What follows belongs to an exercise in optimizing a design on an open flow for small area and a short achievable clock period; a production flow would make more cautious choices.
Where RTL was checked, it was by simulation tests only, not by an equivalence proof against the original.
No activity file was given, so power comes from the tool's default toggle rates.

Design bfu_dif_top, start of the top module:
module bfu_dif_top
  #(parameter  Q_POINT = 8,
    parameter  TW_ROM_DEPTH = 4,
    parameter ADDR_W = $clog2(TW_ROM_DEPTH),
    parameter TW_ROM_FILE = "tw_rom_p_8_st_1_q_8.mem")
   (
     input clk,
     input reset_n,
     input [31:0] a,
     input [31:0] b,
     input [ADDR_W-1:0] tw_addr,
     output [31:0] c_plus,
     output [31:0] c_minus
   );
Size in the first run: ~1,700 cells after synthesis, roughly 130 I/O pins, roughly 18,000 um^2 of cells after synthesis.
export LEC_CHECK = 0
export CAP_MARGIN = 20
export CORE_MARGIN = 2
export CORE_UTILIZATION = 40
export SETUP_SLACK_MARGIN = 4.0
export SLEW_MARGIN = 20
create_clock -name core_clock -period 6.5 [get_ports {clk}]
standard.sh (not shown) runs the stock make flow with config.mk's settings and CLKGATE_MAP_FILE= SYNTH_SCRIPT=/design/flow/synth_recipe.tcl, a recipe that flattens the netlist after the stock synthesis.
==> flow/flow/run.sh <==
#!/bin/bash
# Standard layout, with the ports buffered by buf_2 cells instead of the
# cell buffer_ports picks by default, and a clock tree with larger sink
# clusters and no dummy loads. Each ORFS step logs under orfs/logs/.
set -euo pipefail
bash standard.sh BUFFER_PORTS_ARGS="-buffer_cell sky130_fd_sc_hd__buf_2" \
  CTS_ARGS="-sink_clustering_enable -repair_clock_nets -dont_use_dummy_load -sink_clustering_size 30 -sink_clustering_max_diameter 80" \
  finish > standard.log 2>&1
Next try:
--- a/flow/flow/run.sh
+++ b/flow/flow/run.sh
@@ -6,3 +6,3 @@
 bash standard.sh BUFFER_PORTS_ARGS="-buffer_cell sky130_fd_sc_hd__buf_2" \
-  CTS_ARGS="-sink_clustering_enable -repair_clock_nets -dont_use_dummy_load -sink_clustering_size 30 -sink_clustering_max_diameter 80" \
+  CTS_ARGS="-sink_clustering_enable -repair_clock_nets -dont_use_dummy_load -sink_clustering_size 18 -sink_clustering_max_diameter 60 -buf_list sky130_fd_sc_hd__clkbuf_8" \
   finish > standard.log 2>&1
- SETUP_SLACK_MARGIN: 4.0 -> 4.1
Outcome: Setup slack gets better by 0.015 ns; clock power went down by roughly a tenth; final area went up slightly.
Next try:
- CORE_UTILIZATION: 40 -> 55
- PLACE_DENSITY: default -> 0.7
- SETUP_SLACK_MARGIN: 4.1 -> 4.0
Worst hold slack is better by 0.020 ns.
Via count is about the same.
Area after synthesis stays the same.
Power drops by 2.5%.
Fmax drops by 0.83%.
Next try:
- CORE_UTILIZATION: 55 -> 40
- PLACE_DENSITY: 0.7 -> default
After rerunning:
- The new run finished clean
- cell area came out higher slightly
- hold slack loses 0.015 ns
- power came out higher slightly
- utilization came out lower by 16 points
- via count stays flat
- first-iteration DRC count came out higher slightly
- clock skew hardly moves
- fmax came out lower slightly
Next try:
- SETUP_SLACK_MARGIN: 4.0 -> 4.1
- TNS_END_PERCENT: default -> 10
Effect:
- total power went up by 0.66%
- register-to-register slack gets worse by 0.03 ns
- non-clock buffer count rose by 7
- sequential share of layout area falls by 0.15 points
- sequential cell count is unchanged
- synthesized cell count is unchanged

========
Another version of the RTL of bfu_dif_top (not shown whole).
For scale: about 1,600 cells after synthesis, roughly 450 flip-flops, ~130 I/O pins, ~18,000 um2 of cells after synthesis.
// bfu_dif_top
module bfu_dif_top
  #(parameter  Q_POINT = 8,
    parameter  TW_ROM_DEPTH = 4,
    parameter ADDR_W = $clog2(TW_ROM_DEPTH),
    parameter TW_ROM_FILE = "tw_rom_p_8_st_1_q_8.mem")
   (
     input clk,
     input reset_n,
     input [31:0] a,
     input [31:0] b,
     input [ADDR_W-1:0] tw_addr,
     output [31:0] c_plus,
     output [31:0] c_minus
   );
==> flow/config.mk <==
export PLATFORM = sky130hd
export DESIGN_NAME = bfu_dif_top
export DESIGN_NICKNAME = bfu_dif_top
export VERILOG_FILES = /design/flow/design.v
export SDC_FILE = /design/flow/constraint.sdc
export NUM_CORES = 4
export LEC_CHECK = 0
export CAP_MARGIN = 20
export CORE_MARGIN = 2
export CORE_UTILIZATION = 40
export SETUP_SLACK_MARGIN = 4.0
export SLEW_MARGIN = 20
==> flow/constraint.sdc <==
create_clock -name core_clock -period 6.5 [get_ports {clk}]
set_input_delay 1.3000 -clock core_clock [delete_from_list [all_inputs] [get_ports {clk}]]
set_output_delay 1.3000 -clock core_clock [all_outputs]
set_load 0.01 [all_outputs]
==> flow/flow/run.sh <==
#!/bin/bash
# Standard layout, with the ports buffered by buf_2 cells instead of the
# cell buffer_ports picks by default, and a clock tree with larger sink
# clusters and no dummy loads. Each ORFS step logs under orfs/logs/.
set -euo pipefail
bash standard.sh BUFFER_PORTS_ARGS="-buffer_cell sky130_fd_sc_hd__buf_2" \
  CTS_ARGS="-sink_clustering_enable -repair_clock_nets -dont_use_dummy_load -sink_clustering_size 30 -sink_clustering_max_diameter 80" \
  finish > standard.log 2>&1
The baseline went through all stages and came out clean.
==> next run, changes <==
--- a/flow/config.mk
+++ b/flow/config.mk
@@ -11 +11 @@
-export SETUP_SLACK_MARGIN = 4.0
+export SETUP_SLACK_MARGIN = 3.85
=> The changed run completed without violations; routed wire length falls by 4.0%; die area does not change; total power falls by 2.0%; utilization falls by 0.68 points; area after synthesis is unchanged; sequential share of layout area rises by 0.61 points; global-route usage falls by 0.40 points; design area falls by 1.5%; setup slack degrades by 96 ps; sequential power stays flat.
==> next run, changes <==
--- a/flow/flow/run.sh
+++ b/flow/flow/run.sh
@@ -7 +7 @@
-  CTS_ARGS="-sink_clustering_enable -repair_clock_nets -dont_use_dummy_load -sink_clustering_size 30 -sink_clustering_max_diameter 80" \
+  CTS_ARGS="-sink_clustering_enable -repair_clock_nets -dont_use_dummy_load -sink_clustering_size 18 -sink_clustering_max_diameter 60 -buf_list sky130_fd_sc_hd__clkbuf_8" \
--- a/flow/config.mk
+++ b/flow/config.mk
@@ -11 +11 @@
-export SETUP_SLACK_MARGIN = 3.85
+export SETUP_SLACK_MARGIN = 4.0
The changed run finished with timing, DRC and antenna clean.
Cell area climbs by about 1.1%.
Power is about the same.
Worst setup slack gets better by 55 ps.
Wire length climbs by about 3.6%.
Clock skew climbs by 13 ps.
Global-route usage climbs by 0.52 points.
Flip-flop and latch count does not change.
Count of clock-buffer cells in the layout climbs by 12.
Critical path depth does not change.
Worst hold slack gets worse by 3.3 ps.
No run of this note included a check of the RTL's function; only the layout flow was run.

========
bfu_dif_top, a different RTL version from the one above (not shown whole).
Size: about 1600 cells after synthesis, ~440 flip-flops, about 130 I/O pins, ~17000 sq um of cells after synthesis.
// bfu_dif_top
module bfu_dif_top
  #(parameter  Q_POINT = 8,
    parameter  TW_ROM_DEPTH = 4,
    parameter ADDR_W = $clog2(TW_ROM_DEPTH),
    parameter TW_ROM_FILE = "tw_rom_p_8_st_1_q_8.mem")
   (
     input clk,
     input reset_n,
     input [31:0] a,
     input [31:0] b,
     input [ADDR_W-1:0] tw_addr,
     output [31:0] c_plus,
     output [31:0] c_minus
   );
Settings: LEC_CHECK=0, CAP_MARGIN=20, CORE_MARGIN=2, CORE_UTILIZATION=40, SETUP_SLACK_MARGIN=4.0, SLEW_MARGIN=20; clock period 6.5 ns.
==> flow/flow/run.sh <==
#!/bin/bash
# Standard layout, with the ports buffered by buf_2 cells instead of the
# cell buffer_ports picks by default, and a clock tree with larger sink
# clusters and no dummy loads. Each ORFS step logs under orfs/logs/.
set -euo pipefail
bash standard.sh BUFFER_PORTS_ARGS="-buffer_cell sky130_fd_sc_hd__buf_2" \
  CTS_ARGS="-sink_clustering_enable -repair_clock_nets -dont_use_dummy_load -sink_clustering_size 18 -sink_clustering_max_diameter 60 -buf_list sky130_fd_sc_hd__clkbuf_8" \
  finish > standard.log 2>&1
The starting point produced a clean layout.
==> next run, changes <==
==> flow/flow/run.sh (replaced) <==
#!/bin/bash
# Standard layout, with the ports buffered by buf_1 cells instead of the
# cell buffer_ports picks by default, and a clock tree with larger sink
# clusters and no dummy loads. Each ORFS step logs under orfs/logs/.
set -euo pipefail
bash standard.sh BUFFER_PORTS_ARGS="-buffer_cell sky130_fd_sc_hd__buf_1" \
  CTS_ARGS="-sink_clustering_enable -repair_clock_nets -dont_use_dummy_load -sink_clustering_size 30 -sink_clustering_max_diameter 80" \
  finish > standard.log 2>&1
Outcome: The new run completed without violations; via count went down by 1.9%; total power went up by 0.58%; wire length went down by 1.8%; clock skew went up by 0.041 ns; cell area went down by 0.88%; critical path depth stays the same; clock-buffer cell count went down by 12.
No run of this note included a check of the RTL's function; only the layout flow was run.

========
Setup of run 3:
bfu_dif_top with an RTL version that a note above also has.
For scale: ~1,700 cells after synthesis, roughly 460 flip-flops, about 130 I/O pins, about 18,000 sq um of cells after synthesis.
Settings: LEC_CHECK=0, CAP_MARGIN=20, CORE_MARGIN=2, CORE_UTILIZATION=40, SETUP_SLACK_MARGIN=3.85, SLEW_MARGIN=20; clock period 6.5 ns.
==> flow/flow/run.sh <==
#!/bin/bash
# Standard layout, with the ports buffered by buf_2 cells instead of the
# cell buffer_ports picks by default, and a clock tree with larger sink
# clusters and no dummy loads. Each ORFS step logs under orfs/logs/.
set -euo pipefail
bash standard.sh BUFFER_PORTS_ARGS="-buffer_cell sky130_fd_sc_hd__buf_2" \
  CTS_ARGS="-sink_clustering_enable -repair_clock_nets -dont_use_dummy_load -sink_clustering_size 30 -sink_clustering_max_diameter 80" \
  finish > standard.log 2>&1
Every stage of the flow completed for run 3, and the final layout passed the timing, DRC and antenna checks.
> inputs changed (run 3 -> run 1)
- SETUP_SLACK_MARGIN changed from 3.85 to 4.15
[summary]
- Relative to run 3, worst setup slack before clock tree synthesis has gone up in run 1.
- The average wire length per cell after detail routing in run 1 was higher than what run 3 gave.
- Run 3 consumes less power than run 1.

========
Another version of the RTL of bfu_dif_top (not shown whole).
Size in the first run: roughly 1700 cells after synthesis, about 440 flip-flops, about 130 I/O pins, roughly 0.018 mm2 of cells after synthesis.
Design bfu_dif_top, start of the top module:
module bfu_dif_top
  #(parameter  Q_POINT = 8,
    parameter  TW_ROM_DEPTH = 4,
    parameter ADDR_W = $clog2(TW_ROM_DEPTH),
    parameter TW_ROM_FILE = "tw_rom_p_8_st_1_q_8.mem")
   (
     input clk,
     input reset_n,
     input [31:0] a,
     input [31:0] b,
     input [ADDR_W-1:0] tw_addr,
     output [31:0] c_plus,
     output [31:0] c_minus
   );
export LEC_CHECK = 0
export CAP_MARGIN = 20
export CORE_MARGIN = 2
export CORE_UTILIZATION = 40
export SETUP_SLACK_MARGIN = 4.0
export SLEW_MARGIN = 20
create_clock -name core_clock -period 6.5 [get_ports {clk}]
==> flow/flow/run.sh <==
#!/bin/bash
# Standard layout, with the ports buffered by buf_2 cells instead of the
# cell buffer_ports picks by default, and a clock tree with larger sink
# clusters and no dummy loads. Each ORFS step logs under orfs/logs/.
set -euo pipefail
bash standard.sh BUFFER_PORTS_ARGS="-buffer_cell sky130_fd_sc_hd__buf_2" \
  CTS_ARGS="-sink_clustering_enable -repair_clock_nets -dont_use_dummy_load -sink_clustering_size 18 -sink_clustering_max_diameter 60 -buf_list sky130_fd_sc_hd__clkbuf_8" \
  finish > standard.log 2>&1
The baseline finished with timing, DRC and antenna clean.
Rerun with:
--- a/flow/flow/run.sh
+++ b/flow/flow/run.sh
@@ -7 +7 @@
-  CTS_ARGS="-sink_clustering_enable -repair_clock_nets -dont_use_dummy_load -sink_clustering_size 18 -sink_clustering_max_diameter 60 -buf_list sky130_fd_sc_hd__clkbuf_8" \
+  CTS_ARGS="-sink_clustering_enable -repair_clock_nets -dont_use_dummy_load -sink_clustering_size 30 -sink_clustering_max_diameter 80" \
CORE_UTILIZATION = 60   (was 40)
PLACE_DENSITY = 0.75   (was unset)
Critical path depth increases by 2.
Combinational power decreases by about 1%.
Utilization increases by 23 points.
Clock power decreases by about 5%.
Routed wire length decreases by 4.5%.
Rerun with:
CORE_UTILIZATION = 40   (was 60)
PLACE_DENSITY = unset   (was 0.75)
The new run finished with timing, DRC and antenna clean.
Synthesized area is unchanged.
Clock-buffer cell count increases by 7.
Combinational power barely changes.
Total power goes up by a few percent.
Setup slack gets better by 0.073 ns.
Core utilization decreases by 22 points.
Final area rose by a few percent.
Worst hold slack loses 0.023 ns.

re-timing with driven ports:
The flow's constraints put no driver on any port. The routed layouts listed below were extracted and timed again, unchanged, in two steps. Step 1 assumes that a clkbuf_16 drives the clock port and a buf_2 every other input. Step 2 times the ports against the registers' clock, not the clock port: input delays grow and output delays shrink by t, the midpoint of the rising clock arrivals with the driver on. Slacks: ideal ports / drivers / drivers and shift; pairs: ideal ports / drivers.
run | t (ns) | setup slack, ns | clock arrival spread, ns | worst register clock-pin slew, ns | worst data-port slew with drivers (ns)
the first run of note 1 | 0.612 | 4.121 / 4.067 / 3.596 | 0.070 / 0.070 | 0.10 / 0.10 | 0.06
the second run of note 1 | 0.627 | 4.136 / 4.083 / 3.633 | 0.065 / 0.065 | 0.11 / 0.11 | 0.06
the third run of note 1 | 0.583 | 4.117 / 4.126 / 3.557 | 0.067 / 0.067 | 0.11 / 0.11 | 0.06
the fourth run of note 1 | 0.639 | 4.095 / 4.047 / 3.570 | 0.060 / 0.060 | 0.10 / 0.10 | 0.05
the fifth run of note 1 | 0.627 | 4.105 / 4.057 / 3.680 | 0.098 / 0.097 | 0.10 / 0.10 | 0.07
the first run of note 2 | 0.591 | 4.027 / 4.027 / 3.534 | 0.055 / 0.055 | 0.10 / 0.10 | 0.07
the second run of note 2 | 0.586 | 3.931 / 3.931 / 3.565 | 0.073 / 0.073 | 0.11 / 0.11 | 0.07
the third run of note 2 | 0.623 | 3.985 / 3.985 / 3.534 | 0.086 / 0.086 | 0.11 / 0.11 | 0.07
the first run of note 3 | 0.619 | 3.872 / 3.872 / 3.502 | 0.099 / 0.099 | 0.10 / 0.10 | 0.05
the second run of note 3 | 0.599 | 3.826 / 3.826 / 3.550 | 0.107 / 0.107 | 0.10 / 0.10 | 0.04
run 3 | 0.599 | 3.949 / 3.949 / 3.640 | 0.077 / 0.076 | 0.11 / 0.11 | 0.07
run 1 | 0.598 | 4.167 / 4.115 / 3.640 | 0.082 / 0.082 | 0.10 / 0.10 | 0.06
the first run of note 5 | 0.611 | 3.936 / 3.936 / 3.461 | 0.105 / 0.105 | 0.10 / 0.10 | 0.06
the second run of note 5 | 0.556 | 3.915 / 3.915 / 3.510 | 0.063 / 0.062 | 0.10 / 0.10 | 0.05
the third run of note 5 | 0.595 | 3.988 / 3.988 / 3.520 | 0.061 / 0.061 | 0.10 / 0.10 | 0.06
After both steps every run listed still meets setup and hold. The setup slack of the third run of note 1, which loses most, moves by +0.009 ns with the drivers and by -0.560 ns with both steps.
